Source: an optimization exercise on an open RTL-to-GDS flow (aim: small area). Production flows keep margins and buffers that such runs may drop. Function was checked by simulation only, so behaviour that the tests miss may differ from the original. No activity file was given, so power comes from the tool's default toggle rates.

[flow/flow/run.sh]
#!/bin/bash
# The standard layout with three changes:
#  - synthesis maps the logic with an area-oriented ABC script (flow/area.abc)
#    instead of ORFS's speed script; everything else in the synthesis,
#    including the flip-flop mapping, is the standard synthesis;
#  - the port buffers are made from the smallest buffer cell;
#  - clock-tree synthesis uses clkbuf_8 and adds no dummy loads.
set -euo pipefail
here=$(pwd)
sed "s|^  log_cmd abc {\*}\$abc_args|  log_cmd abc {*}[lreplace \$abc_args 1 1 $here/flow/area.abc]|" \
  "$FLOW_HOME/scripts/synth.tcl" > "$here/my_synth.tcl"
grep -q "flow/area.abc" "$here/my_synth.tcl"
sed "s|^source \$::env(SCRIPTS_DIR)/synth.tcl|source $here/my_synth.tcl|" \
  "$here/synth_recipe.tcl" > "$here/my_synth_recipe.tcl"
grep -q "my_synth.tcl" "$here/my_synth_recipe.tcl"
bash standard.sh "SYNTH_SCRIPT=$here/my_synth_recipe.tcl" \
  'BUFFER_PORTS_ARGS=-buffer_cell sky130_fd_sc_hd__buf_1' \
  'CTS_ARGS=-sink_clustering_enable -repair_clock_nets -buf_list {sky130_fd_sc_hd__clkbuf_8 sky130_fd_sc_hd__clkbuf_16} -dont_use_dummy_load -sink_clustering_size 40 -sink_clustering_max_diameter 200' \
  finish > flow_make.log 2>&1
[flow/flow/area.abc]
&get -n
&st
&deepsyn -J 200 -T 120
&dch -f
&nf -R 1000
&put
[flow/standard.sh]
#!/bin/bash
# synth_recipe.tcl (not shown) runs the flow's synth.tcl, then flattens the netlist and writes it again
# the make line also repeats each setting of config.mk as NAME=value (left out here)
make -C /OpenROAD-flow-scripts/flow DESIGN_CONFIG=/design/flow/config.mk WORK_HOME=/design/flow/orfs CLKGATE_MAP_FILE= SYNTH_SCRIPT=/design/flow/synth_recipe.tcl "${@:-finish}"
[flow/config.mk]
export PLATFORM = sky130hd
export DESIGN_NAME = cpufinal
export DESIGN_NICKNAME = cpufinal
export VERILOG_FILES = /design/flow/design.v
export SDC_FILE = /design/flow/constraint.sdc
export NUM_CORES = 4
export LEC_CHECK = 0
export CAP_MARGIN = 20
export CORE_MARGIN = 2
export CORE_UTILIZATION = 40
export GPL_TIMING_DRIVEN = 0
export SLEW_MARGIN = 20
[flow/constraint.sdc]
create_clock -name core_clock -period 5.0 [get_ports {clk}]
set_input_delay 1.0000 -clock core_clock [delete_from_list [all_inputs] [get_ports {clk}]]
set_output_delay 1.0000 -clock core_clock [all_outputs]
set_load 0.01 [all_outputs]
[flow/design.v]
module cpufinal (clk, rst, data, data_in, addr_out, out);
input clk, rst;
input [7:0] data_in, data;
output reg [7:0] addr_out, out;
localparam RA = 3'b100;  
localparam RB = 3'b101;  
localparam P  = 3'b111;  
localparam W1 = 3'b010;  
localparam W2 = 3'b011;  
localparam F  = 3'b000;  
localparam X  = 3'b001;  
reg [2:0] s;
reg [7:0] ir;             
reg [7:0] a;              
reg [7:0] pc;             
reg [1:0] reg1, reg2;     
reg [8:0] temp;           
reg [7:0] result;         
reg op2;                  
reg clear;                
reg [7:0] datareg;
reg [7:0] rf0, rf1, rf2, rf3;
wire st_step = s[2];
wire st_latch = s[1];
wire st_f = s == F;
wire st_x = s == X;
wire [3:0] op = ir[7:4];
wire is_alu = op <= 4'b1001;
wire is_clr = op == 4'b1010;
wire is_ld = op == 4'b1011;
wire is_jmp = op == 4'b1100;
wire is_jc = op == 4'b1101;
wire is_nop = ir == 8'hFF;
wire inc = op2 & temp[8];
genvar gi;
wire [9:0] tc_c;
wire [8:0] temp_c;
assign tc_c[0] = inc;
generate for (gi = 0; gi < 9; gi = gi + 1) begin : g_tc
	assign temp_c[gi] = temp[gi] ^ tc_c[gi];
	assign tc_c[gi+1] = temp[gi] & tc_c[gi];
end endgenerate
wire [8:0] pc_c;
wire [7:0] pc_inc;
assign pc_c[0] = 1'b1;
generate for (gi = 0; gi < 8; gi = gi + 1) begin : g_pc
	assign pc_inc[gi] = pc[gi] ^ pc_c[gi];
	assign pc_c[gi+1] = pc[gi] & pc_c[gi];
end endgenerate
wire carry = temp_c[8];
reg [7:0] rd1, rd2;
always @* begin
	case (reg1)
		2'd0: rd1 = rf0;
		2'd1: rd1 = rf1;
		2'd2: rd1 = rf2;
		default: rd1 = rf3;
	endcase
	case (reg2)
		2'd0: rd2 = rf0;
		2'd1: rd2 = rf1;
		2'd2: rd2 = rf2;
		default: rd2 = rf3;
	endcase
end
wire arith = op[3:2] == 2'b00 && op[1:0] != 2'b11;   
wire inv = op == 4'b0001 || op == 4'b0010 || op == 4'b0110;
wire bmask = op != 4'b0110;
wire and_op = op == 4'b0100;
wire or_op = op == 4'b0011;
wire shift = op == 4'b0111 || op[3];
wire [7:0] bb = (rd2 & {8{bmask}}) ^ {8{inv}};
wire [7:0] pp = rd1 ^ bb;
wire [7:0] gg = rd1 & bb;
wire [8:0] cc;
assign cc[0] = op == 4'b0001;
generate for (gi = 0; gi < 8; gi = gi + 1) begin : g_add
	assign cc[gi+1] = gg[gi] | (pp[gi] & cc[gi]);
end endgenerate
wire [7:0] lo = (pp ^ (cc[7:0] & {8{arith}})) | (gg & {8{or_op}});
wire [7:0] shl = {rd1[6:0], op[3] & rd1[7]};
wire [7:0] shr = {1'b0, rd1[7:1]};
wire [7:0] res8 = shift ? ((op[3] & ~op[0]) ? shr : shl) : and_op ? gg : lo;
wire [8:0] alu = {arith ? (inv ^ cc[8]) : temp[8], res8};
wire [1:0] wsel = (op <= 4'b0101 || is_ld) ? ir[1:0] : ir[3:2];
wire we = st_step && (is_alu || is_ld);
always @(posedge clk) begin
	result <= temp_c[7:0];
	if (rst) begin
		s <= RA;
		ir <= 0;
		pc <= 8'hFF;
		addr_out <= 0;
		out <= 0;
		datareg <= 0;
	end else begin
		if (st_step || st_latch) begin
			if (s[0]) s <= F;
			else s <= {s[2:1], 1'b1};
		end else if (st_f) begin
			if (is_alu || is_clr || is_nop) s <= P;
			else s <= X;
		end else begin
			if (is_ld) s <= P;
			else if (is_jmp || is_jc) s <= W1;
		end
		if (st_latch) ir <= data_in;
		if (st_step) begin
			a <= pc;
			pc <= pc_inc;
		end
		if (st_x && (is_jmp || is_jc)) begin
			a <= pc;
			pc <= (is_jmp || carry) ? data : pc_inc;
		end
		if (st_f) addr_out <= a;
		if ((st_f && is_alu) || (st_x && is_ld)) begin
			datareg <= st_f ? result : data;
			out <= datareg;
		end
	end
	if (st_step && is_alu) begin
		temp <= alu;
		reg1 <= ir[3:2];
		reg2 <= ir[1:0];
	end
	if (st_f && is_alu) op2 <= op == 4'b0010;
	if (st_f && is_alu) clear <= 0;
	if (st_f && is_clr) clear <= 1;
	if (rst || clear) begin
		rf0 <= 0; rf1 <= 0; rf2 <= 0; rf3 <= 0;
	end else if (we) begin
		case (wsel)
			2'd0: rf0 <= datareg;
			2'd1: rf1 <= datareg;
			2'd2: rf2 <= datareg;
			default: rf3 <= datareg;
		endcase
	end
end
endmodule
==> results of run 1 <==
## metal layers
| metal | global-route usage [%] | share of wire, % | vias to the layer above |
|---|---|---|---|
| met5 | 0 | 0 | - |
| met4 | 6.250 | 1.7 | 0 |
| met3 | 4.644 | 6.4 | 15 |
| met2 | 29.49 | 45 | 103 |
| met1 | 29.02 | 47 | 1707 |
| li1 | - | - | 1715 |
## cells by family (layout without fill, tap and decap cells)
kind of cell,after synthesis,in the layout
simple gates,120,120
compound gates,138,138
fa+ha+maj,22,22
flops,106,106
xor+xnor,4,4
mux,10,10
buf+inv,14,61
## path summary, 6_finish.rpt
kind                                                end  slack (ns)          startpoint
worst max-delay path                  temp[8]$_DFFE_PP_        0.86  ir[4]$_SDFFE_PP0P_
worst min-delay path            datareg[3]$_SDFFE_PP0P_        0.44   result[3]$_DFF_P_
worst max register to register        temp[8]$_DFFE_PP_        0.86  ir[4]$_SDFFE_PP0P_
worst min register to register  datareg[3]$_SDFFE_PP0P_        0.44   result[3]$_DFF_P_
## layout make-up
class / instances / area share [%]
inverters: 14 / 1.031
repair buffers: 38 / 2.972
clock buffers: 9 / 4.420
well taps: 140 / 3.438
multi-input cells: 294 / 42.17
flip-flops and latches: 106 / 45.97
## power groups by stage
stage                     clock network, mW  registers, mW  logic [mW]
after floorplan                           0           1.03       0.178
after global placement                    0           1.05       0.249
after detailed placement                  0           1.05       0.258
after CTS                             0.601           1.03       0.258
after global routing                  0.636           1.04       0.293
final                                 0.589           1.03       0.260
## worst max-delay path: stages, from the launching register on
cell,delay (ns)
dfxtp_1,0.44
and2_0,0.29
or3_1,0.37
nor2_1,0.47
a21oi_1,0.13
ha_1,0.32
and3_1,0.18
or2_0,0.22
a21o_1,0.20
a21o_1,0.21
a21o_1,0.20
a21o_1,0.19
a21o_1,0.19
a21oi_1,0.20
o21bai_1,0.10
xnor2_1,0.14
## synth_stat cells, drive strengths merged (6+ instances only)
cell type,count
a21oi,24
a221oi,9
a222oi,16
a22o,57
and2,6
clkinv,14
dfxtp,84
edfxtp,22
ha,22
mux4,8
nand2,41
nand3,8
nor2,33
nor2b,6
nor3,8
o21ai,11
## layout by cell type (no fill, tap or decap), types with 8 or more instances in the layout
cell       instances
ha_1              22
nor2_1            33
nand2_1           41
a21oi_1           24
clkinv_1          14
o21ai_0           11
a221oi_1           9
nor3_1             8
nand3_1            8
a22o_1            57
buf_1             33
clkbuf_16          9
edfxtp_1          22
dfxtp_1           84
mux4_2             8
a222oi_1          16
## metrics by stage
step / setup slack [ns] / cell area, sq um / hold WS [ns] / power, mW
final: 0.8576 / 5095 / 0.4422 / 1.881
after global routing: 0.6328 / 5095 / 0.4662 / 1.974
after CTS: 0.7667 / 5087 / 0.4498 / 1.892
after detailed placement: 0.8031 / 4862 / 0.4381 / 1.309
after global placement: 0.7402 / 4821 / 0.4321 / 1.296
after floorplan: 1.447 / 4522 / 0.4156 / 1.210
==> flow_summary.yaml, run 1 <==
clocking:
  postCtsSetupBuffers: 0
  path_clk_slew_ns: 0.08
  cts-root-buf: "clkbuf_16"
  cts.htree.levels: 3
  ctsResizeCount: 0
  clk_path_buf_depth: 2
  cts_hold_buffers: 0
  worstSkewPairLatency_ns: 0.34
  cts_sinks: 106
  numCtsBuffers: 9
  cts_tree: "built"
routing:
  firstDrtPassIters: 5
  drc: 0
  routed_wirelength_um: 11330
  vias: 3540
  drtIter0Drc: 244
  wl_per_cell_um: 18.84
  routed_via_density: 5.890
  ant_nets: 0
final_layout:
  drive_gt1_share_pct: 5.640
  fillCellCount: 1022
  fin_util_pct: 46.59
  seq_area_sq_mm: 0.002342
  diodes: 0
  multi_input_area_sq_mm: 0.002148
  largest_register_ffs: 9
  top_register: "temp"
  final-instance-count-excl-fill: 601
  area_growth_pct: 12.67
  nets: 503
synth:
  synth_xor_area_share_pct: 0.7748
  synth_area_sq_mm: 0.004522
  async_flop_share_pct: 0
  ys.warnings.count: 1
  synthCells: 414
  synth_top_family_by_area: "compound AO/OA/AOI/OAI gates"
  synth_top_area_share_pct: 37.19
  ys_seq_area_share_pct: 51.80
  yosys-top-cells-area: "dfxtp_1 37%, edfxtp_1 15%, a22o_1 11%, ha_1 6.1%, mux4_2 4.0%"
  yosys.area_share.adder_pct: 6.087
  synthSimpleGateAreaFrac_pct: 12.15
  yosys_most_used_dff: "dfxtp_1"
  synth_compound_area_share_pct: 23.60
  ys_ff_latch: 106
  synth_top_cell_by_area: "dfxtp_1"
  yosysUniqueCellTypes: 36
  synth_edf_count: 22
  avgSynthCellArea_sq_um: 10.92
  yosys-mux-area-fraction_pct: 4.427
  synth_nets: 454
global_route:
  grt_start_max_net_pins: 21
  grt_remaining_overflow: 0
  grt_usage_pct: 19.99
  grt_pass1_wl_um: 18140
  grt_pass1_vias: 3320
  antenna_found_initial: 0
timing:
  tns_ns: 0
  post-route-period-util_pct: 82.85
  min_period_ns: 4.142
  final_hold_viol_count: 0
  drv_slew: 0
  rsz0062_at_grt: "false"
  max_freq_mhz: 241.4
  finalClockSkew_ns: 0.02385
  tightestPinTransition_ns: 0.9964
  relSlewSlack_pct: 33.06
  setup_viol: 0
setup_path:
  crit_arrival_ns: 4.21
  crit_fanout: 13
  start_kind: "register"
  path_class: "reg2reg"
  cp-end-kind: "register"
  reg2reg_depth: 15
  worstPathRequired_ns: 5.07
power:
  switching_share_pct: 26.10
  ir_drop_v: 0.0001820
  leakagePower_nw: 2.005
  power.switching_mw: 0.4909
  pwr-share-comb_pct: 13.8
  p_clk_share_pct: 31.3
  cellPowerDensity_mw_per_mm2: 369.2
  power_frac_seq_pct: 54.9
  intPower_mw: 1.390
floorplan:
  die-area_sq_mm: 0.01217
  ios: 34
  die_y_um: 110.3
  std_cell_rows: 38
  die_w_um: 110.3
  initial_core_util_pct: 41.35
  coreArea_sq_mm: 0.01094
place:
  dp_cells: 591
  gp_congestion: 0.8933
  dp_hpwl_um: 8288
  io_buffers: 33
min_path:
  min_path_type: "reg2reg"
  hold_depth: 2
outcome:
  status: "timing/DRC/antenna clean"
flow_run:
  drv_cap: 0
==> run 2: changes to the inputs <==
--- a/flow/flow/run.sh
+++ b/flow/flow/run.sh
@@ -16,4 +16,4 @@
 bash standard.sh "SYNTH_SCRIPT=$here/my_synth_recipe.tcl" \
   'BUFFER_PORTS_ARGS=-buffer_cell sky130_fd_sc_hd__buf_1' \
-  'CTS_ARGS=-sink_clustering_enable -repair_clock_nets -buf_list {sky130_fd_sc_hd__clkbuf_8 sky130_fd_sc_hd__clkbuf_16} -dont_use_dummy_load -sink_clustering_size 40 -sink_clustering_max_diameter 200' \
+  'CTS_ARGS=-sink_clustering_enable -repair_clock_nets -buf_list sky130_fd_sc_hd__clkbuf_8 -dont_use_dummy_load -sink_clustering_size 30 -sink_clustering_max_diameter 200' \
   finish > flow_make.log 2>&1
==> flow_summary.yaml, run 2 <==
setup_path:
  r2r_start: "ir[4]$_SDFFE_PP0P_"
  cp-end-kind: "register"
  path_class: "reg2reg"
  reg2reg_depth: 15
  start_kind: "register"
  r2r_setup_slack_ns: 0.84
  crit_fanout: 13
  r2r_end: "temp[8]$_DFFE_PP_"
  worstPathRequired_ns: 5.08
  crit_arrival_ns: 4.24
synth:
  ys_seq_area_share_pct: 51.80
  synth_nets: 454
  yosys_most_used_dff: "dfxtp_1"
  synth_top_cell_by_area: "dfxtp_1"
  ys_ff_latch: 106
  synth_most_common_cell: "dfxtp_1"
  yosys-top-cells-area: "dfxtp_1 37%, edfxtp_1 15%, a22o_1 11%, ha_1 6.1%, mux4_2 4.0%"
  yosysUniqueCellTypes: 36
  synthTopCellsByCount: "84 x dfxtp_1, 57 x a22o_1, 41 x nand2_1, 33 x nor2_1, 24 x a21oi_1"
  synthCells: 414
  avgSynthCellArea_sq_um: 10.92
  synth_area_sq_mm: 0.004522
  async_flop_share_pct: 0
  synth_top_area_share_pct: 37.19
  ys.warnings.count: 1
  synth_edf_count: 22
clocking:
  cts_sinks: 106
  postCtsSetupBuffers: 0
  cts_tree: "built"
  clk_path_buf_depth: 2
  path_clk_slew_ns: 0.10
  cts.htree.levels: 3
  worstSkewPairLatency_ns: 0.36
  ctsResizeCount: 0
  cts-root-buf: "clkbuf_8"
  numCtsBuffers: 9
  cts_hold_buffers: 0
flow_run:
  drv_cap: 0
min_path:
  min_path_type: "reg2reg"
  holdPathEnd: "datareg[3]$_SDFFE_PP0P_"
  hold_depth: 2
  hold_start: "result[3]$_DFF_P_"
final_layout:
  largest_register_ffs: 9
  area_growth_pct: 10.43
  fin_util_pct: 45.66
  layout_common_cells: "84 x dfxtp_1, 57 x a22o_1, 41 x nand2_1, 33 x nor2_1, 33 x buf_1"
  diodes: 0
  top_register: "temp"
  final_area_sq_mm: 0.004994
  drive_gt1_share_pct: 5.640
  final_common_cell: "dfxtp_1"
  nets: 503
global_route:
  antenna_found_initial: 0
  grt-busiest-layer: "met2"
  grt_pass1_vias: 3313
  grt_remaining_overflow: 0
  grtUsageMet1_pct: 29.02
  grt_start_max_net_pins: 21
  met2_usage_pct: 29.23
  grt_pass1_wl_um: 18110
  grt_usage_pct: 19.96
  grtUsageMet3_pct: 4.292
floorplan:
  ios: 34
  initial_core_util_pct: 41.35
  die_y_um: 110.3
  die_w_um: 110.3
  std_cell_rows: 38
  coreArea_sq_mm: 0.01094
  die-area_sq_mm: 0.01217
timing:
  tightestPinTransition_ns: 1.017
  rsz0062_at_grt: "false"
  max_freq_mhz: 240.4
  finalClockSkew_ns: 0.03457
  min_period_ns: 4.160
  setup_viol: 0
  drv_slew: 0
  relSlewSlack_pct: 31.67
  holdWs_ns: 0.4360
  final_hold_viol_count: 0
  tns_ns: 0
  post-route-period-util_pct: 83.20
routing:
  drtIter0Drc: 253
  drc: 0
  routed_via_density: 5.913
  ant_nets: 0
  firstDrtPassIters: 6
  routed_wirelength_um: 11290
  wl_per_cell_um: 18.78
  vias: 3554
place:
  dp_hpwl_um: 8288
  io_buffers: 33
  place_area_sq_mm: 0.004862
  gp_congestion: 0.8933
power:
  ir_drop_v: 0.0001379
  leakagePower_nw: 1.959
  cellPowerDensity_mw_per_mm2: 341.5
outcome:
  status: "timing/DRC/antenna clean"
==> run 2: logic make-up (layout without fill, tap and decap cells) <==
family | count (synthesis) | after routing | synth area share, %
AOI/OAI and AO/OA | 138 | 138 | 23.60
and+or+nand+nor | 120 | 120 | 12.15
DFF | 106 | 106 | 51.80
adders and majority gates | 22 | 22 | 6.087
buffers and inverters | 14 | 61 | 1.162
muxes | 10 | 10 | 4.427
xor gates and xnor gates | 4 | 4 | 0.7749
==> run 2: worst max-delay path, cell delays in order, from the launching register on <==
cell,delay [ns]
dfxtp_1,0.46
and2_0,0.29
or3_1,0.37
nor2_1,0.47
a21oi_1,0.13
ha_1,0.32
and3_1,0.18
or2_0,0.22
a21o_1,0.20
a21o_1,0.21
a21o_1,0.19
a21o_1,0.19
a21o_1,0.19
a21oi_1,0.21
o21bai_1,0.10
xnor2_1,0.14
==> run 2: per-layer routing <==
metal	part of all wire, %	up-vias
met5	0	-
met4	2.1	0
met3	6.5	16
li1	-	1718
met2	44	121
met1	47	1699
==> run 2: final cells by class <==
class	count	area, sq um
inverters	14	52.55
well taps	140	175.2
clock buffers	9	123.9
repair buffers	38	151.4
multi-input cells	294	2148
fillers	1039	5942
flip-flops and latches	106	2342
==> run 2: power breakdown <==
part	total (mW)	switching [mW]	leakage [nW]	internal [mW]
clock	0.414	0.251	0.0647	0.162
combinational	0.260	0.158	0.988	0.102
sequential	1.03	0.0629	0.906	0.969
==> run 2: through the flow <==
step	instances	total power, mW	setup WS [ns]
after floorplan	414	1.210	1.447
after global placement	587	1.296	0.7402
after detailed placement	591	1.309	0.8031
after CTS	600	1.716	0.7458
after global routing	601	1.797	0.6127
final	601	1.705	0.8398
==> run 2: worst max path at each step <==
stage               slack [ns]             endpoint                from  cells past startpoint
floorplan                 1.45    temp[8]$_DFFE_PP_  ir[4]$_SDFFE_PP0P_                     15
global placement          0.74  rf3[6]$_SDFFE_PP0P_                 rst                      5
detailed placement        0.80    temp[8]$_DFFE_PP_  ir[4]$_SDFFE_PP0P_                     15
CTS                       0.75    temp[8]$_DFFE_PP_  ir[4]$_SDFFE_PP0P_                     15
global route              0.61    temp[8]$_DFFE_PP_  ir[4]$_SDFFE_PP0P_                     15
finish                    0.84    temp[8]$_DFFE_PP_  ir[4]$_SDFFE_PP0P_                     15
==> run 3: changes to the inputs <==
--- a/flow/design.v
+++ b/flow/design.v
@@ -49,19 +49,16 @@
 end endgenerate
 wire carry = temp_c[8];
-reg [7:0] rd1, rd2;
+wire [1:0] rsel = st_f ? reg2 : reg1;
+reg [7:0] rd;
 always @* begin
-	case (reg1)
-		2'd0: rd1 = rf0;
-		2'd1: rd1 = rf1;
-		2'd2: rd1 = rf2;
-		default: rd1 = rf3;
-	endcase
-	case (reg2)
-		2'd0: rd2 = rf0;
-		2'd1: rd2 = rf1;
-		2'd2: rd2 = rf2;
-		default: rd2 = rf3;
+	case (rsel)
+		2'd0: rd = rf0;
+		2'd1: rd = rf1;
+		2'd2: rd = rf2;
+		default: rd = rf3;
 	endcase
 end
+wire [7:0] rd1 = rd;
+wire [7:0] rd2 = result;
 wire arith = op[3:2] == 2'b00 && op[1:0] != 2'b11;   
 wire inv = op == 4'b0001 || op == 4'b0010 || op == 4'b0110;
@@ -86,5 +83,5 @@
 wire we = st_step && (is_alu || is_ld);
 always @(posedge clk) begin
-	result <= temp_c[7:0];
+	result <= (st_f && is_alu) ? rd : temp_c[7:0];
 	if (rst) begin
 		s <= RA;
@@ -94,4 +91,5 @@
 		out <= 0;
 		datareg <= 0;
+		temp <= 0;
 	end else begin
 		if (st_step || st_latch) begin
@@ -119,7 +117,7 @@
 			out <= datareg;
 		end
+		if (s == P && is_alu) temp <= alu;
 	end
-	if (st_step && is_alu) begin
-		temp <= alu;
+	if (s == P && is_alu) begin
 		reg1 <= ir[3:2];
 		reg2 <= ir[1:0];
--- a/flow/flow/run.sh
+++ b/flow/flow/run.sh
@@ -16,4 +16,4 @@
 bash standard.sh "SYNTH_SCRIPT=$here/my_synth_recipe.tcl" \
   'BUFFER_PORTS_ARGS=-buffer_cell sky130_fd_sc_hd__buf_1' \
-  'CTS_ARGS=-sink_clustering_enable -repair_clock_nets -buf_list sky130_fd_sc_hd__clkbuf_8 -dont_use_dummy_load -sink_clustering_size 30 -sink_clustering_max_diameter 200' \
+  'CTS_ARGS=-sink_clustering_enable -repair_clock_nets -buf_list sky130_fd_sc_hd__clkbuf_8 -dont_use_dummy_load' \
   finish > flow_make.log 2>&1
==> flow/flow/area.abc (replaced) <==
&get -n
&st
&deepsyn -J 1000 -T 1500
&dch -f
&nf -R 1000
&put
--- a/flow/config.mk
+++ b/flow/config.mk
@@ -6,7 +6,8 @@
 export NUM_CORES = 4
 export LEC_CHECK = 0
-export CAP_MARGIN = 20
+export CAP_MARGIN = 0
 export CORE_MARGIN = 2
-export CORE_UTILIZATION = 40
+export CORE_UTILIZATION = 65
 export GPL_TIMING_DRIVEN = 0
-export SLEW_MARGIN = 20
+export PLACE_DENSITY = 0.8
+export SLEW_MARGIN = 0
==> flow_summary.yaml, run 3 <==
outcome:
  status: "timing/DRC/antenna clean"
synth:
  async_flop_share_pct: 0
  ys_ff_latch: 106
  synthCells: 459
  synth_top_area_share_pct: 41.77
  synth_top_cell_by_area: "dfxtp_1"
  yosysUniqueCellTypes: 37
  synth_most_common_cell: "dfxtp_1"
  yosys-top-cells-area: "dfxtp_1 42%, a22o_1 11%, edfxtp_1 8.8%, ha_1 6.2%, nand2_1 5.8%"
  ys_seq_area_share_pct: 50.53
  synth_area_sq_mm: 0.004457
  synth_edf_count: 13
  ys.warnings.count: 1
  synthTopCellsByCount: "93 x dfxtp_1, 69 x nand2_1, 58 x a22o_1, 52 x nor2_1, 26 x o21ai_0"
  avgSynthCellArea_sq_um: 9.710
  yosys_most_used_dff: "dfxtp_1"
  synth_nets: 499
final_layout:
  final_area_sq_mm: 0.004836
  final_common_cell: "dfxtp_1"
  multi_input_area_sq_mm: 0.002210
  fin_util_pct: 71.97
  nets: 543
  diodes: 0
  layout_common_cells: "93 x dfxtp_1, 69 x nand2_1, 58 x a22o_1, 52 x nor2_1, 33 x buf_1"
  area_growth_pct: 8.507
  drive_gt1_share_pct: 3.194
  seq_area_sq_mm: 0.002252
  largest_register_ffs: 9
  top_register: "temp"
  fillCellCount: 533
global_route:
  grt-busiest-layer: "met2"
  grt_usage_pct: 30.79
  antenna_found_initial: 0
  grt_pass1_vias: 3463
  grtUsageMet3_pct: 6.571
  grt_start_max_net_pins: 20
  grt_pass1_wl_um: 17720
  grtUsageMet1_pct: 43.77
  grt_remaining_overflow: 0
  met2_usage_pct: 46.70
clocking:
  cts_tree: "built"
  worstSkewPairLatency_ns: 0.37
  path_clk_slew_ns: 0.08
  numCtsBuffers: 9
  postCtsSetupBuffers: 0
  clk_path_buf_depth: 2
  cts_sinks: 106
  cts.htree.levels: 3
  cts-root-buf: "clkbuf_8"
place:
  io_buffers: 33
  place_area_sq_mm: 0.004693
  dp_hpwl_um: 8021
  gp_congestion: 0.9368
  place_ws_ns: 0.1887
timing:
  timing.final.ws_setup_ns: 0.3535
  min_period_ns: 4.647
  finalClockSkew_ns: 0.02662
  post-route-period-util_pct: 92.93
  relSlewSlack_pct: 24.78
  max_freq_mhz: 215.2
  setup_viol: 0
  tns_ns: 0
  holdWs_ns: 0.4486
  rsz0062_at_grt: "false"
  drv_slew: 0
  tightestPinTransition_ns: 1.124
  final_hold_viol_count: 0
power:
  leakagePower_nw: 1.908
  cellPowerDensity_mw_per_mm2: 365.7
  ir_drop_v: 0.0001872
floorplan:
  die_y_um: 86.81
  std_cell_rows: 30
  die_w_um: 86.81
  ios: 34
  coreArea_sq_mm: 0.006719
  initial_core_util_pct: 66.33
  die-area_sq_mm: 0.007535
routing:
  wl_per_cell_um: 18.96
  firstDrtPassIters: 5
  routed_wirelength_um: 11020
  ant_nets: 0
  drc: 0
  vias: 3694
  routed_via_density: 6.358
  drtIter0Drc: 324
min_path:
  min_path_type: "reg2reg"
setup_path:
  path_class: "reg2reg"
  worstPathRequired_ns: 5.25
  cp-end-kind: "register"
  crit_arrival_ns: 4.89
  crit_fanout: 10
  start_kind: "register"
flow_run:
  drv_cap: 0
==> run 3: path summary, 6_finish.rpt <==
path | depth (start not counted) | slack, ns | end | from
max | 18 | 0.35 | temp[8]$_SDFFE_PP0P_ | s[0]$_SDFFE_PP0N_
min | 0 | 0.45 | a[7]$_DFFE_PP_ | pc[7]$_SDFFE_PP1N_
max reg2reg | 18 | 0.35 | temp[8]$_SDFFE_PP0P_ | s[0]$_SDFFE_PP0N_
min reg2reg | 0 | 0.45 | a[7]$_DFFE_PP_ | pc[7]$_SDFFE_PP1N_
==> run 3: area by class of cell <==
| class | count | area share (%) |
|---|---|---|
| clock buffer | 9 | 2.561 |
| tap | 80 | 2.070 |
| inverter | 7 | 0.5433 |
| sequential | 106 | 46.57 |
| timing repair buffer | 33 | 2.561 |
| multi-input combinational | 346 | 45.69 |
==> run 3: layer usage <==
metal	vias to the layer above	wire length, um	part of all wire, %
met1	1731	5075	46
met3	22	565	5.1
met4	0	298	2.7
li1	1810	-	-
met2	131	5076	46
met5	-	0	0
==> run 3: through the flow <==
stage          std cells  power (mW)
5_1_grt              581       1.856
4_1_cts              581       1.766
6_report             581       1.769
2_1_floorplan        459       1.247
3_3_place_gp         572       1.340
3_5_place_dp         572       1.360
==> run 3: power breakdown <==
| group | switching (mW) | internal, mW |
|---|---|---|
| Combinational | 0.213 | 0.126 |
| Clock | 0.255 | 0.162 |
| Sequential | 0.0665 | 0.946 |
==> run 3: cells by family (layout without fill, tap and decap cells) <==
family	Yosys count	in the layout	share of synthesized area, %
mux	5	5	1.123
flops	106	106	50.53
fa+ha+maj	22	22	6.176
xor+xnor	5	5	0.9825
simple gates	166	166	16.23
compound gates	148	148	24.37
buf+inv	7	49	0.5897
==> run 3: what timing repair did <==
| item | in CTS | in global routing |
|---|---|---|
| hold buffers | 0 | 0 |
| resized for setup | 0 | 6 |
| setup endpoints to repair | 0 | 2 |
==> run 3: worst max-delay path: stages (launching register included) <==
cell	delay, ns
dfxtp_1	0.43
nor3_2	0.45
mux2i_1	0.38
nor2b_2	0.46
a222oi_1	0.21
nand2_1	0.18
ha_1	0.28
a21o_1	0.20
a21oi_1	0.21
clkinv_1	0.09
a21oi_1	0.22
nor2b_1	0.11
o21a_1	0.21
o21a_1	0.20
o21ai_0	0.23
nand2b_1	0.13
a21oi_1	0.19
xor2_1	0.09
a211oi_1	0.26
==> run 4: changes to the inputs <==
==> flow/flow/area.abc (replaced) <==
&get -n
&st
&deepsyn -J 200 -T 120
&dch -f
&nf -R 1000
&put
==> flow_summary.yaml, run 4 <==
synth:
  synth_most_common_cell: "dfxtp_1"
  synthCells: 463
  synth_area_sq_mm: 0.004481
  synth_top_area_share_pct: 41.55
  ys_ff_latch: 106
  yosysUniqueCellTypes: 37
  async_flop_share_pct: 0
  yosys_most_used_dff: "dfxtp_1"
  synth_nets: 503
  avgSynthCellArea_sq_um: 9.677
  ys.warnings.count: 1
  ys_seq_area_share_pct: 50.27
  synth_edf_count: 13
  synth_top_cell_by_area: "dfxtp_1"
  yosys-top-cells-area: "dfxtp_1 42%, a22o_1 11%, edfxtp_1 8.7%, ha_1 6.1%, nand2_1 6.0%"
  synthTopCellsByCount: "93 x dfxtp_1, 72 x nand2_1, 57 x a22o_1, 44 x nor2_1, 27 x o21ai_0"
setup_path:
  path_class: "reg2reg"
  crit_arrival_ns: 4.81
  start_kind: "register"
  crit_fanout: 8
  cp-end-kind: "register"
  worstPathRequired_ns: 5.18
place:
  dp_cells: 576
  place_ws_ns: 0.2148
  io_buffers: 33
  dp_hpwl_um: 8004
  place_area_sq_mm: 0.004705
  gp_congestion: 0.9434
global_route:
  grt_pass1_wl_um: 17000
  antenna_found_initial: 0
  grt_usage_pct: 29.34
  grt_pass1_vias: 3389
  grt_remaining_overflow: 0
  grt_start_max_net_pins: 27
clocking:
  ctsResizeCount: 0
  cts.htree.levels: 3
  postCtsSetupBuffers: 0
  worstSkewPairLatency_ns: 0.37
  clk_path_buf_depth: 2
  path_clk_slew_ns: 0.08
  cts-root-buf: "clkbuf_8"
  numCtsBuffers: 9
  cts_tree: "built"
  cts_hold_buffers: 0
  cts_sinks: 106
timing:
  tightestPinTransition_ns: 1.239
  drv_slew: 0
  relSlewSlack_pct: 17.42
  min_period_ns: 4.629
  holdWs_ns: 0.4583
  finalClockSkew_ns: 0.03288
  setup_viol: 0
  final_hold_viol_count: 0
  rsz0062_at_grt: "false"
  post-route-period-util_pct: 92.57
  max_freq_mhz: 216.0
  timing.final.ws_setup_ns: 0.3713
  tns_ns: 0
final_layout:
  diodes: 0
  largest_register_ffs: 9
  final-instance-count-excl-fill: 585
  top_register: "temp"
  fillCellCount: 523
  area_growth_pct: 8.154
  fin_util_pct: 72.12
  drive_gt1_share_pct: 2.376
  final_common_cell: "dfxtp_1"
  layout_common_cells: "93 x dfxtp_1, 72 x nand2_1, 57 x a22o_1, 44 x nor2_1, 33 x buf_1"
  nets: 547
  final_area_sq_mm: 0.004846
floorplan:
  die_w_um: 87.03
  std_cell_rows: 30
  initial_core_util_pct: 66.69
  ios: 34
  die-area_sq_mm: 0.007573
  coreArea_sq_mm: 0.006719
  die_y_um: 87.03
routing:
  ant_nets: 0
  routed_via_density: 6.535
  routed_wirelength_um: 10880
  drtIter0Drc: 379
  firstDrtPassIters: 6
  vias: 3823
  wl_per_cell_um: 18.59
  drc: 0
flow_run:
  drv_cap: 0
power:
  leakagePower_nw: 1.894
  power.total_mw: 1.793
  cellPowerDensity_mw_per_mm2: 369.9
  ir_drop_v: 0.0002415
min_path:
  min_path_type: "reg2reg"
outcome:
  status: "timing/DRC/antenna clean"
## run 4: changes by cell type after synthesis, sizes merged, moves of 5 or more
cell and change:
o31ai +5, nor2 -8, a21oi +5, a221oi +6
a222oi -5
## run 4: layout make-up
type | count | area [sq um] | area share, %
tap | 80 | 100.1 | 2.066
multi-input combinational | 350 | 2220 | 45.80
inverter | 7 | 26.28 | 0.5422
sequential | 106 | 2252 | 46.48
timing repair buffer | 33 | 123.9 | 2.556
clock buffer | 9 | 123.9 | 2.556
## run 4: final timing paths
check / startpoint / end / slack (ns) / cells past startpoint
min: a[0]$_DFFE_PP_ / addr_out[0]$_SDFFE_PP0P_ / 0.46 / 1
min reg2reg: a[0]$_DFFE_PP_ / addr_out[0]$_SDFFE_PP0P_ / 0.46 / 1
max reg2reg: s[0]$_SDFFE_PP0N_ / temp[8]$_SDFFE_PP0P_ / 0.37 / 19
max: s[0]$_SDFFE_PP0N_ / temp[8]$_SDFFE_PP0P_ / 0.37 / 19
## run 4: layer usage
layer / share of wire (%) / vias up / wire length [um] / track usage [%]
li1: - / 1835 / - / -
met1: 45 / 1795 / 4880 / 41.43
met2: 46 / 179 / 5026 / 45.94
met3: 6.9 / 14 / 751 / 5.687
met4: 2.0 / 0 / 220 / 8.523
met5: 0 / - / 0 / 0
## run 4: power by group
group | internal [mW] | leakage, nW | switching, mW | total (mW)
clock network | 0.162 | 0.0647 | 0.248 | 0.410
registers | 0.937 | 0.871 | 0.0569 | 0.994
logic | 0.141 | 0.959 | 0.248 | 0.389
## run 4: cells by family after synthesis
group,count (synthesis),synth area share [%]
compound gates,156,25.27
xor+xnor,2,0.3910
fa+ha+maj,22,6.143
buf+inv,7,0.5865
flops,106,50.27
mux,5,1.117
simple gates,165,16.23
## run 4: worst max-delay path: stages, from the launching register on
cell,delay [ns]
dfxtp_1,0.38
nor3_2,0.51
mux2i_1,0.56
nor2b_1,0.17
a222oi_1,0.47
nand2_1,0.17
ha_1,0.36
a21oi_1,0.19
o21bai_1,0.12
a21oi_1,0.24
nor2b_1,0.10
o21a_1,0.21
o21a_1,0.20
o21a_1,0.18
nor2_1,0.13
nor2b_1,0.08
nor2_1,0.13
o21ai_0,0.09
a21oi_1,0.13
nor3_1,0.05
==> run 5: changes to the inputs <==
--- a/flow/flow/run.sh
+++ b/flow/flow/run.sh
@@ -16,4 +16,4 @@
 bash standard.sh "SYNTH_SCRIPT=$here/my_synth_recipe.tcl" \
   'BUFFER_PORTS_ARGS=-buffer_cell sky130_fd_sc_hd__buf_1' \
-  'CTS_ARGS=-sink_clustering_enable -repair_clock_nets -buf_list sky130_fd_sc_hd__clkbuf_8 -dont_use_dummy_load' \
+  'CTS_ARGS=-sink_clustering_enable -repair_clock_nets -buf_list {sky130_fd_sc_hd__clkbuf_4 sky130_fd_sc_hd__clkbuf_8} -dont_use_dummy_load' \
   finish > flow_make.log 2>&1
==> flow/flow/area.abc (replaced) <==
&get -n
&st
&deepsyn -J 1000 -T 1500
&dch -f
&nf -R 1000
&put
==> flow_summary.yaml, run 5 <==
synth:
  async_flop_share_pct: 0
  synthCells: 459
  synth_nets: 499
  yosys_most_used_dff: "dfxtp_1"
  avgSynthCellArea_sq_um: 9.710
  ys.warnings.count: 1
  yosysUniqueCellTypes: 37
  synth_edf_count: 13
  yosys-top-cells-area: "dfxtp_1 42%, a22o_1 11%, edfxtp_1 8.8%, ha_1 6.2%, nand2_1 5.8%"
  synthTopCellsByCount: "93 x dfxtp_1, 69 x nand2_1, 58 x a22o_1, 52 x nor2_1, 26 x o21ai_0"
  synth_area_sq_mm: 0.004457
  ys_seq_area_share_pct: 50.53
  ys_ff_latch: 106
  synth_top_area_share_pct: 41.77
  synth_most_common_cell: "dfxtp_1"
  synth_top_cell_by_area: "dfxtp_1"
setup_path:
  r2r_start: "s[0]$_SDFFE_PP0N_"
  worstPathRequired_ns: 5.25
  path_class: "reg2reg"
  start_kind: "register"
  cp-end-kind: "register"
  reg2reg_depth: 18
  crit_path_start: "s[0]$_SDFFE_PP0N_"
  cpMostUsedCell: "a21oi_1"
  crit_chain: "nor3_2 > mux2i_1 > nor2b_2 > a222oi_1 > nand2_1 > ha_1 > a21o_1 > a21oi_1 > clkinv_1 > a21oi_1 > nor2b_1 > o21a_1 > o21a_1 > o21ai_0 > nand2b_1 > a21oi_1 > xor2_1 > a211oi_1"
  slowest_delay_ns: 0.46
  crit_arrival_ns: 4.89
  crit_fanout: 10
  critPathSlowestCell: "nor2b_2"
routing:
  drc: 0
  wl_per_cell_um: 18.96
  ant_nets: 0
  routed_wirelength_um: 11020
  routed_via_density: 6.358
  drtIter0Drc: 324
  vias: 3694
  firstDrtPassIters: 5
timing:
  post-route-period-util_pct: 92.93
  timing.final.ws_setup_ns: 0.3535
  relSlewSlack_pct: 24.78
  rsz0062_at_grt: "false"
  drv_slew: 0
  max_freq_mhz: 215.2
  setup_viol: 0
  min_period_ns: 4.647
  tightestPinTransition_ns: 1.124
  tns_ns: 0
  finalClockSkew_ns: 0.02662
  final_hold_viol_count: 0
clocking:
  cts.htree.levels: 3
  worstSkewPairLatency_ns: 0.37
  numCtsBuffers: 9
  cts_sinks: 106
  clk_path_buf_depth: 2
  path_clk_slew_ns: 0.08
  cts_tree: "built"
  cts-root-buf: "clkbuf_8"
flow_run:
  drv_cap: 0
power:
  switching_share_pct: 30.18
  leakagePower_nw: 1.908
  p_clk_share_pct: 23.6
  power_frac_seq_pct: 57.3
  power.total_mw: 1.769
  intPower_mw: 1.235
  power.switching_mw: 0.5337
  cellPowerDensity_mw_per_mm2: 365.7
  ir_drop_v: 0.0001872
  pwr-share-comb_pct: 19.1
global_route:
  grt_usage_pct: 30.79
  grt_remaining_overflow: 0
  antenna_found_initial: 0
  grtUsageMet3_pct: 6.571
  grtUsageMet1_pct: 43.77
  met2_usage_pct: 46.70
  grt-busiest-layer: "met2"
  grt_start_max_net_pins: 20
  grt_pass1_wl_um: 17720
  grt_pass1_vias: 3463
final_layout:
  largest_register_ffs: 9
  diodes: 0
  nets: 543
  drive_gt1_share_pct: 3.194
  top_register: "temp"
  layout_common_cells: "93 x dfxtp_1, 69 x nand2_1, 58 x a22o_1, 52 x nor2_1, 33 x buf_1"
  area_growth_pct: 8.507
  final_common_cell: "dfxtp_1"
floorplan:
  std_cell_rows: 30
  die_y_um: 86.81
  coreArea_sq_mm: 0.006719
  die-area_sq_mm: 0.007535
  initial_core_util_pct: 66.33
  ios: 34
  die_w_um: 86.81
place:
  dp_hpwl_um: 8021
  io_buffers: 33
  place_ws_ns: 0.1887
  gp_congestion: 0.9368
min_path:
  hold_depth: 0
  hold_start: "pc[7]$_SDFFE_PP1N_"
  min_path_type: "reg2reg"
outcome:
  status: "timing/DRC/antenna clean"
-- run 5: power by group through the flow --
stage | combinational [mW] | sequential [mW] | clock, mW
after floorplan | 0.236 | 1.01 | 0
after global routing | 0.379 | 1.02 | 0.455
after CTS | 0.331 | 1.01 | 0.424
final | 0.339 | 1.01 | 0.417
after global placement | 0.314 | 1.03 | 0
after detailed placement | 0.329 | 1.03 | 0
-- run 5: final timing paths --
check / slack, ns / end
worst max-delay path: 0.35 / temp[8]$_SDFFE_PP0P_
worst min-delay path: 0.45 / a[7]$_DFFE_PP_
worst max register to register: 0.35 / temp[8]$_SDFFE_PP0P_
worst min register to register: 0.45 / a[7]$_DFFE_PP_
-- run 5: metrics by stage --
stage                     utilization [%]  std cells  hold slack (ns)  area (sq um)
after global placement              69.66        572           0.4414          4681
after CTS                           71.69        581           0.4464          4817
after global routing                71.97        581           0.4489          4836
after detailed placement            69.85        572           0.4425          4693
final                               71.97        581           0.4486          4836
after floorplan                         -        459           0.4292          4457
-- run 5: kinds of logic (layout without fill, tap and decap cells) --
kind of cell | after synthesis | in the layout | synth area share, %
AOI/OAI and AO/OA | 148 | 148 | 24.37
xor gates and xnor gates | 5 | 5 | 0.9825
adders and majority gates | 22 | 22 | 6.176
buffers and inverters | 7 | 49 | 0.5897
DFF | 106 | 106 | 50.53
muxes | 5 | 5 | 1.123
and+or+nand+nor | 166 | 166 | 16.23
-- run 5: critical path, delay by kind of cell (launching register included) --
family / cells / cell delay, ns
DFF: 1 / 0.43
muxes: 1 / 0.38
and+or+nand+nor: 5 / 1.33
xor gates and xnor gates: 1 / 0.09
buffers and inverters: 1 / 0.09
adders and majority gates: 1 / 0.28
AOI/OAI and AO/OA: 9 / 1.93
-- run 5: final cells by class --
type / instances / area, sq um
repair buffers: 33 / 123.9
clock buffers: 9 / 123.9
well taps: 80 / 100.1
fillers: 533 / 1883
flip-flops and latches: 106 / 2252
inverters: 7 / 26.28
multi-input cells: 346 / 2210
-- run 5: what timing repair did --
action	4_1_cts	5_1_grt
endpoints found under the setup margin	0	2
hold buffers	0	0
endpoints found under the hold margin	0	0
setup buffers	0	0
gates resized for setup	0	6
-- run 5: metal layers --
metal / routed length [um] / share of wire (%)
met1: 5075 / 46
met3: 565 / 5.1
met4: 298 / 2.7
met5: 0 / 0
met2: 5076 / 46
==> run 6: changes to the inputs <==
==> flow/flow/run.sh (replaced) <==
#!/bin/bash
# The standard layout with three changes:
#  - synthesis maps the logic with an area-oriented ABC script (flow/area.abc,
#    built around ABC's &deepsyn) instead of ORFS's speed script; everything
#    else in the synthesis, including the flip-flop mapping, is the standard flow's
#    standard synthesis;
#  - the port buffers are made from the smallest buffer cell;
#  - clock-tree synthesis uses clkbuf_8 and adds no dummy loads.
# All tool output goes to flow_make.log here and to ORFS's logs under orfs/.
set -euo pipefail
here=$(pwd)
sed "s|^  log_cmd abc {\*}\$abc_args|  log_cmd abc {*}[lreplace \$abc_args 1 1 $here/flow/area.abc]|" \
  "$FLOW_HOME/scripts/synth.tcl" > "$here/my_synth.tcl"
grep -q "flow/area.abc" "$here/my_synth.tcl"
sed "s|^source \$::env(SCRIPTS_DIR)/synth.tcl|source $here/my_synth.tcl|" \
  "$here/synth_recipe.tcl" > "$here/my_synth_recipe.tcl"
grep -q "my_synth.tcl" "$here/my_synth_recipe.tcl"
bash standard.sh "SYNTH_SCRIPT=$here/my_synth_recipe.tcl" \
  'BUFFER_PORTS_ARGS=-buffer_cell sky130_fd_sc_hd__buf_1' \
  'CTS_ARGS=-sink_clustering_enable -repair_clock_nets -buf_list sky130_fd_sc_hd__clkbuf_8 -dont_use_dummy_load' \
  finish > flow_make.log 2>&1
==> flow_summary.yaml, run 6 <==
outcome:
  status: "timing/DRC/antenna clean"
clocking:
  cts_sinks: 106
  clk_path_buf_depth: 2
  cts.htree.levels: 3
  path_clk_slew_ns: 0.08
  ctsResizeCount: 0
  numCtsBuffers: 9
  cts-root-buf: "clkbuf_8"
  cts_hold_buffers: 0
  cts_tree: "built"
  worstSkewPairLatency_ns: 0.37
  postCtsSetupBuffers: 0
final_layout:
  area_growth_pct: 8.507
  fin_util_pct: 71.97
  top_register: "temp"
  final-instance-count-excl-fill: 581
  diodes: 0
  fillCellCount: 533
  final_common_cell: "dfxtp_1"
  layout_common_cells: "93 x dfxtp_1, 69 x nand2_1, 58 x a22o_1, 52 x nor2_1, 33 x buf_1"
  drive_gt1_share_pct: 3.194
  final_area_sq_mm: 0.004836
  largest_register_ffs: 9
  nets: 543
global_route:
  grt_pass1_vias: 3463
  grt_pass1_wl_um: 17720
  grt_usage_pct: 30.79
  grt_remaining_overflow: 0
  grt_start_max_net_pins: 20
  antenna_found_initial: 0
floorplan:
  initial_core_util_pct: 66.33
  die_w_um: 86.81
  ios: 34
  std_cell_rows: 30
  die_y_um: 86.81
  coreArea_sq_mm: 0.006719
  die-area_sq_mm: 0.007535
timing:
  tns_ns: 0
  post-route-period-util_pct: 92.93
  rsz0062_at_grt: "false"
  tightestPinTransition_ns: 1.124
  drv_slew: 0
  final_hold_viol_count: 0
  finalClockSkew_ns: 0.02662
  relSlewSlack_pct: 24.78
  holdWs_ns: 0.4486
  timing.final.ws_setup_ns: 0.3535
  max_freq_mhz: 215.2
  setup_viol: 0
  min_period_ns: 4.647
routing:
  wl_per_cell_um: 18.96
  vias: 3694
  drc: 0
  drtIter0Drc: 324
  routed_via_density: 6.358
  ant_nets: 0
  firstDrtPassIters: 5
  routed_wirelength_um: 11020
synth:
  synth_top_area_share_pct: 41.77
  synthTopCellsByCount: "93 x dfxtp_1, 69 x nand2_1, 58 x a22o_1, 52 x nor2_1, 26 x o21ai_0"
  synth_most_common_cell: "dfxtp_1"
  ys.warnings.count: 1
  synthCells: 459
  synth_area_sq_mm: 0.004457
  synth_edf_count: 13
  ys_ff_latch: 106
  synth_nets: 499
  ys_seq_area_share_pct: 50.53
  yosys-top-cells-area: "dfxtp_1 42%, a22o_1 11%, edfxtp_1 8.8%, ha_1 6.2%, nand2_1 5.8%"
  async_flop_share_pct: 0
  synth_top_cell_by_area: "dfxtp_1"
  avgSynthCellArea_sq_um: 9.710
  yosys_most_used_dff: "dfxtp_1"
  yosysUniqueCellTypes: 37
power:
  power.total_mw: 1.769
  cellPowerDensity_mw_per_mm2: 365.7
  leakagePower_nw: 1.908
  ir_drop_v: 0.0001872
setup_path:
  crit_arrival_ns: 4.89
  path_class: "reg2reg"
  worstPathRequired_ns: 5.25
  start_kind: "register"
  cp-end-kind: "register"
  crit_fanout: 10
place:
  place_ws_ns: 0.1887
  dp_hpwl_um: 8021
  dp_cells: 572
  gp_congestion: 0.9368
  io_buffers: 33
  place_area_sq_mm: 0.004693
min_path:
  min_path_type: "reg2reg"
flow_run:
  drv_cap: 0
run 6: logic make-up after synthesis:
group | share of synthesized area, %
buffers and inverters | 0.5897
adders and majority gates | 6.176
DFF | 50.53
and+or+nand+nor | 16.23
muxes | 1.123
xor gates and xnor gates | 0.9825
AOI/OAI and AO/OA | 24.37
run 6: final cells by class:
cell class,count,area (sq um),area share [%]
Inverter,7,26.28,0.5433
Sequential cell,106,2252,46.57
Tap cell,80,100.1,2.070
Timing Repair Buffer,33,123.9,2.561
Multi-Input combinational cell,346,2210,45.69
Clock buffer,9,123.9,2.561
run 6: critical path: stages, from the launching register on:
cell      delay [ns]
dfxtp_1         0.43
nor3_2          0.45
mux2i_1         0.38
nor2b_2         0.46
a222oi_1        0.21
nand2_1         0.18
ha_1            0.28
a21o_1          0.20
a21oi_1         0.21
clkinv_1        0.09
a21oi_1         0.22
nor2b_1         0.11
o21a_1          0.21
o21a_1          0.20
o21ai_0         0.23
nand2b_1        0.13
a21oi_1         0.19
xor2_1          0.09
a211oi_1        0.26
run 6: per-layer routing:
| layer | vias up | part of all wire, % | routed length [um] | global-route usage, % |
|---|---|---|---|---|
| met3 | 22 | 5.1 | 565 | 6.571 |
| met5 | - | 0 | 0 | 0 |
| li1 | 1810 | - | - | - |
| met4 | 0 | 2.7 | 298 | 10.37 |
| met2 | 131 | 46 | 5076 | 46.70 |
| met1 | 1731 | 46 | 5075 | 43.77 |
run 6: worst paths after layout:
check                     startpoint                   end  slack (ns)  cells after the start
setup / recovery   s[0]$_SDFFE_PP0N_  temp[8]$_SDFFE_PP0P_        0.35                     18
hold / removal    pc[7]$_SDFFE_PP1N_        a[7]$_DFFE_PP_        0.45                      0
setup reg to reg   s[0]$_SDFFE_PP0N_  temp[8]$_SDFFE_PP0P_        0.35                     18
hold reg to reg   pc[7]$_SDFFE_PP1N_        a[7]$_DFFE_PP_        0.45                      0
run 6: where the power goes:
part	switching (mW)	total [mW]	internal, mW	leakage [nW]
sequential	0.0665	1.01	0.946	0.871
clock	0.255	0.417	0.162	0.0647
combinational	0.213	0.339	0.126	0.973
total	0.534	1.77	1.23	1.91
==> run 7: changes to the inputs <==
--- a/flow/design.v
+++ b/flow/design.v
@@ -87,5 +87,6 @@
 		s <= RA;
 		ir <= 0;
-		pc <= 8'hFF;
+		pc <= 8'h01;
+		a <= 0;
 		addr_out <= 0;
 		out <= 0;
@@ -104,13 +105,10 @@
 		end
 		if (st_latch) ir <= data_in;
-		if (st_step) begin
+		if (st_f) begin
+			addr_out <= a;
 			a <= pc;
 			pc <= pc_inc;
 		end
-		if (st_x && (is_jmp || is_jc)) begin
-			a <= pc;
-			pc <= (is_jmp || carry) ? data : pc_inc;
-		end
-		if (st_f) addr_out <= a;
+		if (st_x && (is_jmp || (is_jc && carry))) pc <= data;
 		if ((st_f && is_alu) || (st_x && is_ld)) begin
 			datareg <= st_f ? result : data;
==> flow_summary.yaml, run 7 <==
global_route:
  grt_pass1_wl_um: 17810
  grt_usage_pct: 30.74
  grt_start_max_net_pins: 23
  antenna_found_initial: 0
  grtUsageMet3_pct: 6.000
  grtUsageMet1_pct: 41.91
  grt_remaining_overflow: 0
  met2_usage_pct: 48.48
  grt-busiest-layer: "met2"
  grt_pass1_vias: 3570
final_layout:
  area_growth_pct: 8.744
  fin_util_pct: 73.96
  drive_gt1_share_pct: 2.911
  final-instance-count-excl-fill: 558
  fillCellCount: 477
  top_register: "temp"
  nets: 523
  largest_register_ffs: 9
  final_common_cell: "dfxtp_1"
  diodes: 0
  layout_common_cells: "101 x dfxtp_1, 68 x a22o_1, 39 x nand2_1, 34 x nor2_1, 33 x buf_1"
synth:
  avgSynthCellArea_sq_um: 10.05
  synth_nets: 477
  yosys-top-cells-area: "dfxtp_1 46%, a22o_1 14%, ha_1 6.3%, edfxtp_1 3.4%, nand2_1 3.3%"
  ys.warnings.count: 1
  synth_top_area_share_pct: 46.03
  yosysUniqueCellTypes: 41
  ys_seq_area_share_pct: 49.44
  synthCells: 437
  synth_area_sq_mm: 0.004393
  async_flop_share_pct: 0
  synthTopCellsByCount: "101 x dfxtp_1, 68 x a22o_1, 39 x nand2_1, 34 x nor2_1"
  synth_most_common_cell: "dfxtp_1"
  yosys_most_used_dff: "dfxtp_1"
  ys_ff_latch: 106
  synth_edf_count: 5
  synth_top_cell_by_area: "dfxtp_1"
setup_path:
  worstPathRequired_ns: 5.20
  start_kind: "register"
  cp-end-kind: "register"
  crit_arrival_ns: 4.85
  crit_fanout: 9
  r2r_start: "s[2]$_SDFFE_PP1P_"
  crit_path_start: "s[2]$_SDFFE_PP1P_"
  path_class: "reg2reg"
timing:
  holdWs_ns: 0.4793
  setup_viol: 0
  tightestPinTransition_ns: 1.321
  timing.final.ws_setup_ns: 0.3474
  post-route-period-util_pct: 93.05
  rsz0062_at_grt: "false"
  min_period_ns: 4.653
  final_hold_viol_count: 0
  drv_slew: 0
  finalClockSkew_ns: 0.02667
  relSlewSlack_pct: 11.75
  max_freq_mhz: 214.9
  tns_ns: 0
routing:
  drc: 0
  routed_via_density: 6.720
  drtIter0Drc: 401
  firstDrtPassIters: 8
  wl_per_cell_um: 19.64
  routed_wirelength_um: 10960
  ant_nets: 0
  vias: 3750
min_path:
  min_path_type: "reg2reg"
  hold_start: "addr_out[0]$_SDFFE_PP0P_"
place:
  gp_congestion: 0.8893
  dp_cells: 549
  dp_hpwl_um: 7963
  io_buffers: 33
  place_ws_ns: -0.01376
floorplan:
  die_w_um: 86.21
  coreArea_sq_mm: 0.006459
  std_cell_rows: 29
  ios: 34
  die_y_um: 86.21
  initial_core_util_pct: 68.02
  die-area_sq_mm: 0.007432
clocking:
  clk_path_buf_depth: 2
  cts_tree: "built"
  cts_hold_buffers: 0
  worstSkewPairLatency_ns: 0.36
  numCtsBuffers: 9
  path_clk_slew_ns: 0.09
  cts_sinks: 106
  postCtsSetupBuffers: 0
  cts.htree.levels: 3
  cts-root-buf: "clkbuf_8"
power:
  ir_drop_v: 0.0002599
  cellPowerDensity_mw_per_mm2: 338.3
  leakagePower_nw: 1.865
flow_run:
  drv_cap: 0
outcome:
  status: "timing/DRC/antenna clean"
run 7: cell types whose count changed after synthesis, sizes merged, moves of 5 or more:
cell    previous run  this run
nor2              52        34
a21oi             15        10
nand2             69        39
o22ai              9        17
a22o              58        68
edfxtp            13         5
nand2b             5        10
a22oi             10         4
a31oi              8         3
o21ai             26        21
a222oi             8        14
o31ai              0         8
clkinv             7        22
dfxtp             93       101
run 7: repair_timing:
item	CTS	global route
resized for setup	1	3
setup endpoints to repair	1	2
pin swaps	0	1
run 7: worst max-delay path, stage by stage, from the launching register on:
cell and delay, ns:
dfxtp_1 0.43, nor3_4 0.43, mux2i_1 0.43, nand2_1 0.31, o22ai_1 0.33, nor2_1 0.11, ha_1 0.34, a21o_1 0.21
a21o_1 0.19, a21oi_1 0.26, clkinv_1 0.11, a21oi_1 0.21, nand2b_1 0.15, nand2b_1 0.08, a21oi_1 0.27, o21bai_1 0.12
a21o_1 0.19, a21oi_1 0.13, o21a_1 0.13, a211oi_1 0.05
run 7: routing by layer:
metal | vias to the layer above | wire (um)
li1 | 1792 | -
met1 | 1764 | 4790
met2 | 168 | 5129
met3 | 26 | 743
met4 | 0 | 296
met5 | - | 0
run 7: final cells by class:
type                    count  area (sq um)  area share, %
clock buffers               9         123.9          2.593
inverters                  22         82.58          1.729
multi-input cells         309          2160          45.21
flip-flops and latches    106          2172          45.47
well taps                  77         96.34          2.017
repair buffers             35         142.6          2.986
run 7: report_power, final:
part           total (mW)  internal (mW)  switching, mW
clock               0.414          0.162          0.251
sequential          0.921          0.882         0.0398
combinational       0.281         0.0944          0.186
run 7: worst paths after layout:
| check | to | slack (ns) | cells past startpoint |
|---|---|---|---|
| setup / recovery | temp[8]$_SDFFE_PP0P_ | 0.35 | 19 |
| hold / removal | addr_out[0]$_SDFFE_PP0P_ | 0.48 | 1 |
| setup reg to reg | temp[8]$_SDFFE_PP0P_ | 0.35 | 19 |
| hold reg to reg | addr_out[0]$_SDFFE_PP0P_ | 0.48 | 1 |
run 7: through the flow:
stage / power, mW / instance area [sq um]
5_1_grt: 1.685 / 4777
6_report: 1.616 / 4777
4_1_cts: 1.613 / 4767
3_3_place_gp: 1.200 / 4613
3_5_place_dp: 1.211 / 4638
2_1_floorplan: 1.122 / 4393
run 7: logic make-up after synthesis:
family | count (synthesis) | synth area share, %
AOI/OAI and AO/OA | 171 | 30.05
xor gates and xnor gates | 1 | 0.1994
adders and majority gates | 22 | 6.266
buffers and inverters | 22 | 1.880
DFF | 106 | 49.44
muxes | 2 | 0.4557
and+or+nand+nor | 113 | 11.71
==> run 8: changes to the inputs <==
--- a/flow/flow/run.sh
+++ b/flow/flow/run.sh
@@ -18,4 +18,4 @@
 bash standard.sh "SYNTH_SCRIPT=$here/my_synth_recipe.tcl" \
   'BUFFER_PORTS_ARGS=-buffer_cell sky130_fd_sc_hd__buf_1' \
-  'CTS_ARGS=-sink_clustering_enable -repair_clock_nets -buf_list sky130_fd_sc_hd__clkbuf_8 -dont_use_dummy_load' \
+  'CTS_ARGS=-repair_clock_nets -buf_list sky130_fd_sc_hd__clkbuf_8 -dont_use_dummy_load' \
   finish > flow_make.log 2>&1
==> flow_summary.yaml, run 8 <==
synth:
  synth_nets: 477
  avgSynthCellArea_sq_um: 10.05
  ys_ff_latch: 106
  synth_area_sq_mm: 0.004393
  synthTopCellsByCount: "101 x dfxtp_1, 68 x a22o_1, 39 x nand2_1, 34 x nor2_1"
  synth_most_common_cell: "dfxtp_1"
  async_flop_share_pct: 0
  synth_top_area_share_pct: 46.03
  synth_top_cell_by_area: "dfxtp_1"
  synth_edf_count: 5
  yosys-top-cells-area: "dfxtp_1 46%, a22o_1 14%, ha_1 6.3%, edfxtp_1 3.4%, nand2_1 3.3%"
  ys.warnings.count: 1
  yosysUniqueCellTypes: 41
  yosys_most_used_dff: "dfxtp_1"
  ys_seq_area_share_pct: 49.44
  synthCells: 437
final_layout:
  fin_util_pct: 73.96
  final_common_cell: "dfxtp_1"
  top_register: "temp"
  largest_register_ffs: 9
  final-instance-count-excl-fill: 558
  layout_common_cells: "101 x dfxtp_1, 68 x a22o_1, 39 x nand2_1, 34 x nor2_1, 33 x buf_1"
  diodes: 0
  area_growth_pct: 8.744
  drive_gt1_share_pct: 2.911
  nets: 523
setup_path:
  crit_chain: "nor3_4 > mux2i_1 > nand2_1 > o22ai_1 > nor2_1 > ha_1 > a21o_1 > a21o_1 > a21oi_1 > clkinv_1 > a21oi_1 > nand2b_1 > nand2b_1 > a21oi_1 > o21bai_1 > a21o_1 > a21oi_1 > o21a_1 > a211oi_1"
  crit_fanout: 9
  cp-end-kind: "register"
  crit_arrival_ns: 4.85
  worstPathRequired_ns: 5.20
  critPathSlowestCell: "dfxtp_1"
  cpMostUsedCell: "a21oi_1"
  path_class: "reg2reg"
  start_kind: "register"
  slowest_delay_ns: 0.43
flow_run:
  drv_cap: 0
global_route:
  grt_usage_pct: 30.74
  grt_start_max_net_pins: 23
  antenna_found_initial: 0
  grt_pass1_wl_um: 17810
  grt_remaining_overflow: 0
  grt_pass1_vias: 3570
clocking:
  worstSkewPairLatency_ns: 0.36
  cts_tree: "built"
  path_clk_slew_ns: 0.09
  cts_hold_buffers: 0
  cts-root-buf: "clkbuf_8"
  numCtsBuffers: 9
  cts.htree.levels: 3
  clk_path_buf_depth: 2
  cts_sinks: 106
timing:
  post-route-period-util_pct: 93.05
  setup_viol: 0
  drv_slew: 0
  finalClockSkew_ns: 0.02667
  relSlewSlack_pct: 11.75
  final_hold_viol_count: 0
  rsz0062_at_grt: "false"
  max_freq_mhz: 214.9
  min_period_ns: 4.653
  tightestPinTransition_ns: 1.321
place:
  io_buffers: 33
  dp_cells: 549
  gp_congestion: 0.8893
  dp_hpwl_um: 7963
routing:
  wl_per_cell_um: 19.64
  drc: 0
  vias: 3750
  routed_wirelength_um: 10960
  firstDrtPassIters: 8
  drtIter0Drc: 401
  routed_via_density: 6.720
  ant_nets: 0
outcome:
  status: "timing/DRC/antenna clean"
floorplan:
  die-area_sq_mm: 0.007432
  die_w_um: 86.21
  std_cell_rows: 29
  die_y_um: 86.21
  initial_core_util_pct: 68.02
  coreArea_sq_mm: 0.006459
  ios: 34
min_path:
  min_path_type: "reg2reg"
power:
  cellPowerDensity_mw_per_mm2: 338.3
  ir_drop_v: 0.0002599
  leakagePower_nw: 1.865
-- run 8: cell counts in the layout (fill, tap and decap cells not counted) --
No cell type changed its count.
-- run 8: power by group --
| group | internal [mW] | switching, mW | leakage (nW) | total, mW |
|---|---|---|---|---|
| clock network | 0.162 | 0.251 | 0.0647 | 0.414 |
| logic | 0.0944 | 0.186 | 0.935 | 0.281 |
| registers | 0.882 | 0.0398 | 0.865 | 0.921 |
-- run 8: area by class of cell --
class | count | area (sq um)
sequential | 106 | 2172
multi-input combinational | 309 | 2160
fill | 477 | 1682
timing repair buffer | 35 | 142.6
clock buffer | 9 | 123.9
tap | 77 | 96.34
inverter | 22 | 82.58
-- run 8: worst paths after layout --
path	endpoint	start	slack [ns]	depth (start not counted)
worst max register to register	temp[8]$_SDFFE_PP0P_	s[2]$_SDFFE_PP1P_	0.35	19
worst min register to register	addr_out[0]$_SDFFE_PP0P_	addr_out[0]$_SDFFE_PP0P_	0.48	1
worst max-delay path	temp[8]$_SDFFE_PP0P_	s[2]$_SDFFE_PP1P_	0.35	19
worst min-delay path	addr_out[0]$_SDFFE_PP0P_	addr_out[0]$_SDFFE_PP0P_	0.48	1
-- run 8: kinds of logic (layout without fill, tap and decap cells) --
kind of cell / after synthesis / count (layout) / synth area share (%)
compound gates: 171 / 171 / 30.05
simple gates: 113 / 113 / 11.71
flops: 106 / 106 / 49.44
fa+ha+maj: 22 / 22 / 6.266
buf+inv: 22 / 66 / 1.880
mux: 2 / 2 / 0.4557
xor+xnor: 1 / 1 / 0.1994
-- run 8: timing repair --
item | CTS | global route
buffers inserted | 0 | 0
gates resized for setup | 1 | 3
setup endpoints to repair | 1 | 2
pin swaps | 0 | 1
-- run 8: layer usage --
layer / vias to the layer above / track usage (%) / part of all wire, %
met2: 168 / 48.48 / 47
met4: 0 / 12.22 / 2.7
li1: 1792 / - / -
met5: - / 0 / 0
met1: 1764 / 41.91 / 44
met3: 26 / 6.000 / 6.8
-- run 8: metrics by stage --
stage	hold slack [ns]	worst slack, ns	TNS, ns	instance area [sq um]	power, mW
floorplan	0.4372	0.8979	0	4393	1.122
global placement	0.4558	0.06721	0	4613	1.200
detailed placement	0.4549	-0.01376	-0.01376	4638	1.211
CTS	0.4804	0.2263	0	4767	1.613
global route	0.4964	0.006092	0	4777	1.685
finish	0.4793	0.3474	0	4777	1.616
-- run 8: worst max-delay path: cells and delay by family, from the launching register on --
kind | cells | cell delay (ns)
simple gates | 5 | 1.08
flops | 1 | 0.43
mux | 1 | 0.43
compound gates | 11 | 2.09
buf+inv | 1 | 0.11
fa+ha+maj | 1 | 0.34

## static timing again, ports no longer ideal
No port has a modelled driver above. Below, the same layouts with a new extraction and two added sets of constraints. Step 1: set_driving_cell puts a clkbuf_16 on clk and a buf_2 on each other input, an assumption about the parent block. Step 2 also shifts input and output timing later by t, the mid clock arrival at the registers, as if the neighbouring blocks saw the same clock. a / b / c = no drivers / after step 1 / after step 2; a / b = the first two.
run	t (ns)	setup WS [ns]	worst register clock-pin slew, ns	pins driven straight from the clock port
run 1	0.367	0.858 / 0.858 / 0.858	0.08 / 0.08	1
run 2	0.378	0.840 / 0.840 / 0.840	0.10 / 0.10	1
run 3	0.387	0.353 / 0.354 / 0.354	0.10 / 0.10	1
run 4	0.386	0.371 / 0.371 / 0.371	0.11 / 0.11	1
run 5	0.387	0.353 / 0.354 / 0.354	0.10 / 0.10	1
run 6	0.387	0.353 / 0.354 / 0.354	0.10 / 0.10	1
run 7	0.385	0.347 / 0.347 / 0.347	0.10 / 0.10	1
run 8	0.385	0.347 / 0.347 / 0.347	0.10 / 0.10	1
After both steps setup and hold are still met in every run listed.
